What follows belongs to an exercise in optimizing a design on an open flow for small area; a production flow would make more cautious choices. Where RTL was checked, it was by simulation tests only, not by an equivalence proof against the original.

== v12 ==
## sobel_accel
module sobel_accel(
        input   wire    [ 2:0]   addr,
        output  reg     [31:0]   rdata,
        input   wire    [31:0]   wdata,
        input   wire             cs,
        input   wire             read,
        input   wire             write,
        input   wire             clk,
        input   wire             rst
);
Size: ~1200 cells after synthesis, ~72 I/O pins.
clock: 9.0 ns
lec_check: 0
cap_margin: 20
core_margin: 2
core_utilization: 70
cts_cluster_diameter: 100
cts_cluster_size: 30
gpl_timing_driven: 0
slew_margin: 20
synth_hierarchical: 1
standard.sh (not shown) runs the stock make flow with config.mk's settings and CLKGATE_MAP_FILE= SYNTH_SCRIPT=/design/flow/synth_recipe.tcl, a recipe that flattens the netlist after the stock synthesis.
==> flow/flow/run.sh <==
#!/bin/bash
# Layout flow: the standard flow (standard.sh), with the standard
# synthesis unchanged and two changes after it:
#  - before floorplanning, every combinational cell that synthesis gave a
#    drive strength above 1 starts at its smallest size (downsize.tcl); the
#    resizer's later timing and design repairs size up again where needed;
#    the buffers synthesis inserted are removed (REMOVE_ABC_BUFFERS);
#  - the port buffers are buf_1 cells.
# Each tool's output goes to a log file of its own in this folder.
set -euo pipefail
here=$(pwd)
bash standard.sh synth > synth.log 2>&1
bash standard.sh PRE_FLOORPLAN_TCL="$here/flow/downsize.tcl" REMOVE_ABC_BUFFERS=1 \
    "BUFFER_PORTS_ARGS=-buffer_cell sky130_fd_sc_hd__buf_1" finish > layout.log 2>&1
==> flow/flow/downsize.tcl <==
# Sourced by ORFS's floorplan.tcl (PRE_FLOORPLAN_TCL) right after the
# synthesised netlist is loaded: swap each combinational cell above drive
# strength 1 for the same function at the smallest drive strength.
set db [ord::get_db]
set block [ord::get_db_block]
set n 0
foreach inst [$block getInsts] {
  set name [[$inst getMaster] getName]
  if {![regexp {^(sky130_fd_sc_hd__[a-z0-9]+)_([0-9]+)$} $name -> base drive]} { continue }
  if {$drive <= 1} { continue }
  if {[regexp {__(df|edf|sdf|dl|sedf|ha|fa)} $base]} { continue }
  foreach d {1 0} {
    set m [$db findMaster ${base}_$d]
    if {$m ne "NULL" && $m ne ""} {
      $inst swapMaster $m
      incr n
      break
    }
  }
}
puts "downsize.tcl: $n cells set to their smallest drive strength"
Per the final summary, v12 finished and its layout is clean on timing, DRC and antenna.
The following lists how v59 was set up differently from v12:
- a change of GPL_TIMING_DRIVEN from 0 to 1
- a change of CORE_UTILIZATION from 70 to 78
### Flow results
Total global routing overflow of v59 is on par with v12.
Maximum cell stage delay along the critical path for v59: 0.10 ns up relative to v12
For v59, the worst setup path endpoint was rdata[23], unlike v12, where it was rdata[14].
On worst-case setup margin in the final layout: between v59 and v12, it ends up lower for v59.
For v9, these inputs were changed with respect to v59:
- CAP_MARGIN: 20 -> 10
- CORE_UTILIZATION: 78 -> 75
- SLEW_MARGIN: 20 -> 10
Notes after the runs:
Compare v59 and v9 | clock buffer instance count of the final layout lower: v59. Side by side, via count turned out lower in v9 than in v59. Of v59 and v9, the lower non-clock buffer area fraction after layout belongs to v9. Taking v59 over v9, the total of plain and repair buffers excluding clock buffers ratio works out to 1.05. Diff v59 -> v9: maximum frequency went up 1.2%.
[inputs] v17 vs v9
- SLEW_MARGIN now 20, was 10
- CAP_MARGIN now 20, was 10
- CTS_BUF_LIST now sky130_fd_sc_hd__clkbuf_16 sky130_fd_sc_hd__clkbuf_8 sky130_fd_sc_hd__clkbuf_4, previously not set
Findings:
From v9 to v17, critical path depth did not move at all. From v17 to v9, mean post-synth cell area did not move at all. Changes observed in v17 relative to v9: worst hold slack comparable; tap cell instance count stayed essentially flat; fill cell instance count of the final layout grew by about 0.36%. From v9 to v17, buffers plus inverters on the worst setup path did not move at all. On total global-route track usage, v9 and v17 are neck and neck. On maximum frequency, v17 tracks v9 almost exactly. In the metrics for v9 and v17, the one carrying the higher met2 wire length is v9. Looking at detailed-routing wirelength on met1 across v9 and v17, the one that comes out higher is v17. The time the final worst path needs with I/O delays and setup on v17 is in line with that on v9.

* * *

sobel_accel, a different RTL version from the one above (not shown whole).
Size: roughly 1300 cells after synthesis, roughly 220 flip-flops, about 18000 um2 of cells after synthesis.
clock: 9.0 ns
lec_check: 0
cap_margin: 20
core_margin: 2
core_utilization: 50
gpl_timing_driven: 0
slew_margin: 20
synth_hierarchical: 1
run.sh (not shown) runs the stock make flow with config.mk's settings and CLKGATE_MAP_FILE= SYNTH_SCRIPT=/design/flow/synth_recipe.tcl, a recipe that flattens the netlist after the stock synthesis.
Stock flow here: none of the scripts above is used.
The baseline produced a layout that fails on setup timing.
Change:
CORE_UTILIZATION = 60   (was 50)
CTS_BUF_LIST = sky130_fd_sc_hd__clkbuf_8   (was unset)
GPL_TIMING_DRIVEN = unset   (was 0)
The changed run reached the layout checks and failed them: setup timing.
Synthesized cell count is unchanged.
Count of clock-buffer cells in the layout goes up by 4.
Worst setup slack improves by 350 ps.
Global-route usage goes up by 6.9 points.
Die area goes down by 16%.
Critical path depth goes down by 2.
Fmax goes up by 3.8%.
No functional check of the RTL was part of any run of this note.

* * *

Setup of the reference run:
sobel_accel, a different RTL version from the one above (not shown whole).
For scale: roughly 1100 cells after synthesis, about 16000 sq um of cells after synthesis.
==> flow/config.mk <==
export PLATFORM = sky130hd
export DESIGN_NAME = sobel_accel
export DESIGN_NICKNAME = sobel_accel
export VERILOG_FILES = /design/flow/design.v
export SDC_FILE = /design/flow/constraint.sdc
export NUM_CORES = 4
export LEC_CHECK = 0
export CAP_MARGIN = 20
export CORE_MARGIN = 2
export CORE_UTILIZATION = 70
export CTS_CLUSTER_DIAMETER = 100
export CTS_CLUSTER_SIZE = 30
export GPL_TIMING_DRIVEN = 0
export SLEW_MARGIN = 20
export SYNTH_HIERARCHICAL = 1
==> flow/constraint.sdc <==
create_clock -name core_clock -period 9.0 [get_ports {clk}]
set_input_delay 1.8000 -clock core_clock [delete_from_list [all_inputs] [get_ports {clk}]]
set_output_delay 1.8000 -clock core_clock [all_outputs]
set_load 0.01 [all_outputs]
standard.sh (not shown) runs the stock make flow with config.mk's settings and CLKGATE_MAP_FILE= SYNTH_SCRIPT=/design/flow/synth_recipe.tcl, a recipe that flattens the netlist after the stock synthesis.
Scripts as last shown in full above: flow/flow/run.sh, flow/flow/downsize.tcl
Here is what was changed in the inputs of the trial run compared with the reference run.
- swapping 0 for 1 in GPL_TIMING_DRIVEN
- swapping 70 for 78 in CORE_UTILIZATION
==> comparison <==
- Having completed the whole flow, the trial run delivered a layout that passed the timing, DRC and antenna checks.
- Delta (the trial run minus the reference run): met1 wire length lower; cell area decreased by about 1.7% relative to the old numbers.

-- what the ideal ports hide --
The results above use ideal ports. As a check the final layouts listed here were re-extracted and re-timed, cells and wires unchanged. Step 1 (the two cells are an assumption about what drives the block):
set clk [get_ports {clk}]
set_driving_cell -lib_cell sky130_fd_sc_hd__clkbuf_16 $clk
set_driving_cell -lib_cell sky130_fd_sc_hd__buf_2 [delete_from_list [all_inputs] $clk]
Step 2, shift: input delay + t, output delay - t, t = (earliest + latest rising clock arrival at the registers) / 2. This alone moves slack from input paths to output paths. Three values: ideal ports, drivers, drivers and shift; two values: the first two.
| run | t (ns) | setup WS [ns] | latest minus earliest clock arrival (ns) | worst register clock-pin slew, ns |
|---|---|---|---|---|
| v12 | 0.522 | 0.135 / 0.158 / -0.364 | 0.026 / 0.026 | 0.11 / 0.11 |
| v59 | 0.526 | 0.105 / 0.126 / -0.400 | 0.014 / 0.015 | 0.11 / 0.11 |
| v9 | 0.525 | 0.212 / 0.236 / -0.289 | 0.019 / 0.018 | 0.11 / 0.11 |
| v17 | 0.528 | 0.210 / 0.236 / -0.292 | 0.016 / 0.016 | 0.11 / 0.11 |
| the first run of note 2 | 0.581 | -0.653 / -0.651 / -1.232 | 0.007 / 0.007 | 0.06 / 0.06 |
| the second run of note 2 | 0.593 | -0.300 / -0.330 / -0.923 | 0.050 / 0.051 | 0.11 / 0.11 |
| the reference run | 0.520 | 0.111 / 0.129 / -0.391 | 0.022 / 0.023 | 0.11 / 0.11 |
| the trial run | 0.520 | 0.150 / 0.175 / -0.345 | 0.021 / 0.021 | 0.11 / 0.11 |
Met with ideal ports but missed after step 2: setup timing in 6 of these runs. The setup slack of the second run of note 2, which loses most, moves by -0.030 ns with the drivers and by -0.623 ns with both steps.
